From an optimization exercise on the open Yosys and OpenROAD flow, aimed at small area, a short achievable clock period and few clock cycles; shortcuts taken in it are not production practice. At most, simulation tests tie the RTL to the original design; equivalence was not proved. No activity file was given, so power comes from the tool's default toggle rates.

==> inputs of fjord <==
## hsid_main
module hsid_main #(
    parameter WORD_WIDTH = 32,
    parameter DATA_WIDTH = 16,
    parameter DATA_WIDTH_MUL = 32,
    parameter DATA_WIDTH_ACC = 40,
    parameter BUFFER_WIDTH = 2,
    parameter HSP_BANDS_WIDTH = 7,
    parameter HSP_LIBRARY_WIDTH = 6
  ) (
    input logic clk,
    input logic rst_n,
    input logic clear,
    input logic band_data_in_valid,
    input logic [WORD_WIDTH-1:0] band_data_in,
    input logic [HSP_LIBRARY_WIDTH-1:0] hsp_library_size_in,
    input logic [HSP_BANDS_WIDTH-1:0] hsp_bands_in,
    output logic [HSP_LIBRARY_WIDTH-1:0] mse_min_ref,
    output logic [HSP_LIBRARY_WIDTH-1:0] mse_max_ref,
    output logic [WORD_WIDTH-1:0] mse_min_value,
    output logic [WORD_WIDTH-1:0] mse_max_value,
    input logic start,
    output logic done,
    output logic idle,
    output logic ready,
    output logic error,
    output logic cancelled
  );
==> flow/config.mk <==
export PLATFORM = sky130hd
export DESIGN_NAME = hsid_main
export DESIGN_NICKNAME = hsid_main
export VERILOG_FILES = /design/flow/design.v
export SDC_FILE = /design/flow/constraint.sdc
export NUM_CORES = 4
export LEC_CHECK = 0
export ABC_CLOCK_PERIOD_IN_PS = 2500
export CAP_MARGIN = 20
export CORE_MARGIN = 2
export CORE_UTILIZATION = 65
export CTS_CLUSTER_DIAMETER = 100
export CTS_CLUSTER_SIZE = 30
export SLEW_MARGIN = 20
==> flow/constraint.sdc <==
create_clock -name core_clock -period 10.0 [get_ports {clk}]
set_input_delay 2.0000 -clock core_clock [delete_from_list [all_inputs] [get_ports {clk}]]
set_output_delay 2.0000 -clock core_clock [all_outputs]
set_load 0.01 [all_outputs]
standard.sh (not shown) runs the stock make flow with config.mk's settings and CLKGATE_MAP_FILE= SYNTH_SCRIPT=/design/flow/synth_recipe.tcl, a recipe that flattens the netlist after the stock synthesis.
==> flow/flow/run.sh <==
#!/bin/bash
# The standard layout, with timing repair aimed at a shorter period than the
# 10 ns constraint (setup margin), faster port buffers and free gate sizing.
# Between synthesis and floorplan, inverters around full adders are reduced
# (flow/bubble.py); the result is checked for equivalence with Yosys and
# dropped if the check fails.
set -o pipefail
ARGS=(SETUP_SLACK_MARGIN=7.0 MATCH_CELL_FOOTPRINT=0 "BUFFER_PORTS_ARGS=-buffer_cell sky130_fd_sc_hd__buf_2")
bash standard.sh "${ARGS[@]}" synth > synth.log 2>&1 || exit 1
R=orfs/results/sky130hd/hsid_main/base
mkdir -p bub
cp $R/1_synth.odb bub/1_synth_std.odb
( cd bub
  ODB_IN=1_synth_std.odb DUMP_OUT=dump.txt openroad -no_init -exit ../flow/dump.tcl > dump.log 2>&1 &&
  python3 ../flow/bubble.py dump.txt edits.tcl > bubble.log 2>&1 &&
  ODB_IN=1_synth_std.odb EDITS=edits.tcl ODB_OUT=1_synth_bub.odb V_OUT=gate_raw.v \
    openroad -no_init -exit ../flow/apply.tcl > apply.log 2>&1 &&
  ODB_IN=1_synth_std.odb openroad -no_init -exit <(echo 'read_db $::env(ODB_IN); write_verilog gold_raw.v') > gold.log 2>&1 &&
  sed 's/^module hsid_main/module gold/' gold_raw.v > gold.v &&
  sed 's/^module hsid_main/module gate/' gate_raw.v > gate.v &&
  timeout 1200 yosys -q ../flow/eq.ys > eq.log 2>&1 && echo EQUIV_OK >> eq.log
) 
if grep -q EQUIV_OK bub/eq.log 2>/dev/null; then
  cp bub/1_synth_bub.odb $R/1_synth.odb
  echo "bubble: applied" > bub/result.log
else
  echo "bubble: not applied" > bub/result.log
fi
touch $R/1_synth.odb; touch $R/1_synth.sdc
bash standard.sh "${ARGS[@]}" finish > flow.log 2>&1
Other scripts of this flow, unchanged in this note and not shown: flow/flow/apply.tcl, flow/flow/bubble.py, flow/flow/dump.tcl, flow/flow/eq.ys
==> yarrow (differences from fjord) <==
- CORE_UTILIZATION: 65 -> 70
==> willow (differences from fjord) <==
- ABC_CLOCK_PERIOD_IN_PS: 2500 -> 5000
- CORE_UTILIZATION: 65 -> 70
==> lagoon (differences from fjord) <==
--- a/flow/flow/run.sh
+++ b/flow/flow/run.sh
@@ -7,3 +7,3 @@
 set -o pipefail
-ARGS=(SETUP_SLACK_MARGIN=7.0 MATCH_CELL_FOOTPRINT=0 "BUFFER_PORTS_ARGS=-buffer_cell sky130_fd_sc_hd__buf_2")
+ARGS=(SETUP_SLACK_MARGIN=6.8 MATCH_CELL_FOOTPRINT=0 "BUFFER_PORTS_ARGS=-buffer_cell sky130_fd_sc_hd__buf_2")
 bash standard.sh "${ARGS[@]}" synth > synth.log 2>&1 || exit 1
- CORE_UTILIZATION: 65 -> 70
==> comparison table <==
Total met3 wirelength after detailed routing: willow 5885 um; fjord 4821 um; lagoon 5607 um; yarrow 5885 um
Inserted Clock Buffers: willow 95; fjord 96; lagoon 95; yarrow 95
Drt wl/cell: willow 19.27 um; fjord 17.95 um; lagoon 19.19 um; yarrow 19.27 um
Run status: willow no timing/DRC/antenna violations; fjord no timing/DRC/antenna violations; lagoon no timing/DRC/antenna violations; yarrow no timing/DRC/antenna violations
Routed vias/inst: willow 5.177; fjord 5.008; lagoon 5.179; yarrow 5.177
Global-route usage over all layers: willow 0.2448; fjord 0.2152; lagoon 0.2416; yarrow 0.2448
Worst-case register-to-register setup slack: willow 7080 ps; fjord 7070 ps; lagoon 6850 ps; yarrow 7080 ps
Count of inserted tapcells: willow 1380; fjord 1500; lagoon 1380; yarrow 1380
Number of global-route vias before repair: willow 35996; fjord 35212; lagoon 35515; yarrow 35996
Number of buffer and inverter instances along the worst setup path: willow 1; fjord 1; lagoon 2; yarrow 1
Y dimension of the die: willow 328.4 um; fjord 340.6 um; lagoon 328.4 um; yarrow 328.4 um
Number of multi-input logic gates: willow 2188; fjord 2189; lagoon 2188; yarrow 2188
Clock tree skew after final layout: willow 34.16 ps; fjord 44.60 ps; lagoon 45.19 ps; yarrow 34.16 ps
Endpoint of the worst hold-timing path: willow seg5[75]; fjord seg5[247]; lagoon seg5[114]; yarrow seg5[75]
NumNets Final: willow 5869; fjord 5895; lagoon 5865; yarrow 5869
Testbench counts of fjord, summed over its fixed seeds: cycles 85,157.
Testbench counts of yarrow, summed over its fixed seeds: cycles 85,157.
Testbench counts of willow, summed over its fixed seeds: cycles 85,157.
Testbench counts of lagoon, summed over its fixed seeds: cycles 85,157.

========
==> inputs of job 3423 <==
hsid_main, a different RTL version from the one above (not shown whole).
Settings: LEC_CHECK=0, ABC_CLOCK_PERIOD_IN_PS=2500, CAP_MARGIN=20, CORE_MARGIN=2, CORE_UTILIZATION=60, SLEW_MARGIN=20; clock period 10.0 ns.
==> flow/flow/run.sh <==
#!/bin/bash
# The standard layout, with timing repair aimed at a shorter period than the
# 10 ns constraint (setup margin), faster port buffers, and free gate sizing.
set -o pipefail
bash standard.sh SETUP_SLACK_MARGIN=6.0 MATCH_CELL_FOOTPRINT=0 \
  "BUFFER_PORTS_ARGS=-buffer_cell sky130_fd_sc_hd__buf_4" finish > flow.log 2>&1
==> job 5856: changes against job 3423 <==
--- a/flow/design.v
+++ b/flow/design.v
@@ -1237,15 +1237,19 @@
   logic [5:0] idx, idx_n;    
   logic [5:0] pix, pix_n;    
   logic [5:0] phn, phn_n;    
   logic [4:0] bcnt, bcnt_n;  
   logic back_busy, back_busy_n;
   logic pc, pc_n;            
   logic ready_n, idle_n, done_n, err_n, canc_n;
+  logic busy_q;              
+  assign idle = !busy_q;
   logic start_take, bad_cfg, taken;
+  logic bad_q;               
+  logic fst;                 
   logic idx_last, pix_last, pix_ref;
   logic [5:0] idx_inc, phn_inc;
   logic [1:0] tot;
   assign start_take = start && idle && !clear;
   assign bad_cfg = (hsp_bands_in < 7) || (hsp_library_size_in == 0);
   assign taken = band_data_in_valid && ready;
   assign idx_last = (idx == pm1);
@@ -1271,19 +1275,20 @@
       if (idx_last && pix_last) begin
         fr_n = F_IDLE;
         back_busy_n = 1'b1;
       end
     end
     case (fr)
       F_IDLE: if (start_take) begin
-        fr_n = bad_cfg ? F_ERRW : F_DATA;
+        fr_n = F_DATA;
         idx_n = 6'd0;
         pix_n = 6'd0;
         phn_n = 6'd0;
       end
+      F_DATA: if (fst && bad_q) fr_n = F_ERRW;
       F_ERRW: if (!back_busy) begin
         err_n = 1'b1;
         fr_n = F_IDLE;
       end
       default: ;
     endcase
     if (fr_n != F_DATA) ready_n = 1'b0;
@@ -1307,61 +1312,54 @@
       idx <= '0;
       pix <= '0;
       phn <= '0;
       bcnt <= '0;
       back_busy <= 1'b0;
       pc <= 1'b0;
       ready <= 1'b0;
-      idle <= 1'b1;
+      busy_q <= 1'b0;
       done <= 1'b0;
       error <= 1'b0;
       cancelled <= 1'b0;
       cfg_b <= 7'd127;
       cfg_l <= 6'd63;
       pm1 <= 6'd63;
+      bad_q <= 1'b0;
+      fst <= 1'b0;
     end else begin
       fr <= fr_n;
       idx <= idx_n;
       pix <= pix_n;
       phn <= phn_n;
       bcnt <= bcnt_n;
       back_busy <= back_busy_n;
       pc <= pc_n;
       ready <= ready_n;
-      idle <= idle_n;
+      busy_q <= !idle_n;
       done <= done_n;
       error <= err_n;
       cancelled <= canc_n;
-      if (start_take && !bad_cfg) begin
+      if (fr == F_IDLE) begin
         cfg_b <= hsp_bands_in;
         cfg_l <= hsp_library_size_in;
+        bad_q <= bad_cfg;
       end
-      pm1 <= cfg_b[6:1] - {5'd0, !cfg_b[0]};
+      fst <= start_take;
+      pm1 <= {1'b1, 5'(cfg_b[6:1] - {5'd0, !cfg_b[0]})};
     end
   end
   logic [31:0] in_d;
   logic in_capv, in_refv, in_f, in_l, in_jf, in_jl;
-  always_ff @(posedge clk) in_d <= band_data_in;
-  always_ff @(posedge clk or negedge rst_n) begin
-    if (!rst_n) begin
-      in_capv <= 1'b0;
-      in_refv <= 1'b0;
-      in_f <= 1'b0;
-      in_l <= 1'b0;
-      in_jf <= 1'b0;
-      in_jl <= 1'b0;
-    end else begin
-      in_capv <= taken && !clear && !pix_ref;
-      in_refv <= taken && !clear && pix_ref;
-      in_f <= (idx == 0);
-      in_l <= idx_last;
-      in_jf <= (pix == 6'd1);
-      in_jl <= pix_last;
-    end
-  end
+  assign in_d = band_data_in;
+  assign in_capv = taken && !clear && !pix_ref;
+  assign in_refv = taken && !clear && pix_ref;
+  assign in_f = (idx == 0);
+  assign in_l = idx_last;
+  assign in_jf = (pix == 6'd1);
+  assign in_jl = pix_last;
   logic [31:0] ring_out, feed;
   logic [31:0][31:0] seg5;
   logic [15:0][31:0] seg4;
   logic [7:0][31:0] seg3;
   logic [3:0][31:0] seg2;
   logic [1:0][31:0] seg1;
   logic [31:0] seg0;
@@ -1427,15 +1425,15 @@
   end
   always_ff @(posedge clk or negedge rst_n) begin
     if (!rst_n) begin
       s1_v <= 1'b0;
       s2_v <= 1'b0;
       s3_v <= 1'b0;
     end else begin
-      s1_v <= in_refv && !clear;
+      s1_v <= in_refv;
       s2_v <= s1_v && !clear;
       s3_v <= s2_v && s2_l && !clear;
     end
   end
   logic [6:0] bk_b;           
   logic [39:0] ssum;
   logic [31:0] dq;
==> flow/flow/run.sh (replaced) <==
#!/bin/bash
# The standard layout, with timing repair aimed at a shorter period than the
# 10 ns constraint (setup margin), faster port buffers, and free gate sizing.
set -o pipefail
bash standard.sh SETUP_SLACK_MARGIN=6.8 MATCH_CELL_FOOTPRINT=0 \
  "BUFFER_PORTS_ARGS=-buffer_cell sky130_fd_sc_hd__buf_4" finish > flow.log 2>&1
--- a/flow/config.mk
+++ b/flow/config.mk
@@ -5,8 +5,10 @@
 export SDC_FILE = /design/flow/constraint.sdc
 export NUM_CORES = 4
 export LEC_CHECK = 0
 export ABC_CLOCK_PERIOD_IN_PS = 2500
 export CAP_MARGIN = 20
 export CORE_MARGIN = 2
 export CORE_UTILIZATION = 60
+export CTS_CLUSTER_DIAMETER = 100
+export CTS_CLUSTER_SIZE = 24
 export SLEW_MARGIN = 20
==> qor summary <==
| item | job 3423 | job 5856 |
|---|---|---|
| Total number of vias | 35700 | 34500 |
| Non-filler instance count after layout | 7408 | 7115 |
| PnR worst setup slack | 6.15 ns | 6.15 ns |
| Antenna violations before repair | 6 | 3 |
| Status | no timing/DRC/antenna violations | no timing/DRC/antenna violations |
| FFs & Latches | 2540 | 2503 |
| Die footprint | 127000 um2 | 126000 um2 |
| Maximum number of pins on one net before global-route repair | 80 | 81 |
| Num CTS Buffers | 222 | 114 |
| Core area | 123000 um2 | 122000 um2 |
| Clock network share of area | 9.26% | 3.81% |
| H-Tree Level Count | 4 | 3 |
| RD Place Congestion | 0.832 | 0.818 |
| Final worst clock skew | 0.0673 ns | 0.0579 ns |
| CP max stage delay | 0.71 ns | 0.37 ns |
| Synthesized area divided by synthesized cell count | 14.0 um2 | 14.1 um2 |
| Met2 routing resource usage after global routing | 32.9% | 32.0% |
| Total net switching power | 4.97 mW | 3.46 mW |
| Number of iterations in the first detailed-routing pass | 5 | 7 |
Function was not checked in any run of this note: the RTL went through the layout flow alone.

[port drivers added, routing unchanged]
In the flow no input, the clock included, has a driving cell. The finished layouts below were timed again as built, in two steps.
Step 1 sets driving cells, clkbuf_16 on the clock port and buf_2 on the other inputs (assumed; they add their load-dependent delay and slew).
Step 2 also shifts input and output timing later by t, the mid clock arrival at the registers, as if the neighbouring blocks saw the same clock.
Three values: no drivers, after step 1, after step 2; two values: the first two.
run | t, ns | setup WS [ns] | clock arrival spread, ns | worst data-port slew with drivers (ns)
fjord | 0.786 | 6.632 / 6.556 / 6.388 | 0.045 / 0.045 | 0.15
yarrow | 0.777 | 6.648 / 6.575 / 6.477 | 0.042 / 0.042 | 0.09
willow | 0.777 | 6.648 / 6.575 / 6.477 | 0.042 / 0.042 | 0.09
lagoon | 0.778 | 6.626 / 6.550 / 6.339 | 0.052 / 0.052 | 0.08
job 3423 | 0.877 | 6.145 / 6.186 / 5.310 | 0.073 / 0.073 | 0.11
job 5856 | 0.815 | 6.155 / 6.182 / 5.367 | 0.064 / 0.064 | 0.13
After both steps every run listed still meets setup and hold. For job 3423, which loses most, drivers alone change the setup slack by +0.041 ns; drivers and shift together by -0.835 ns.
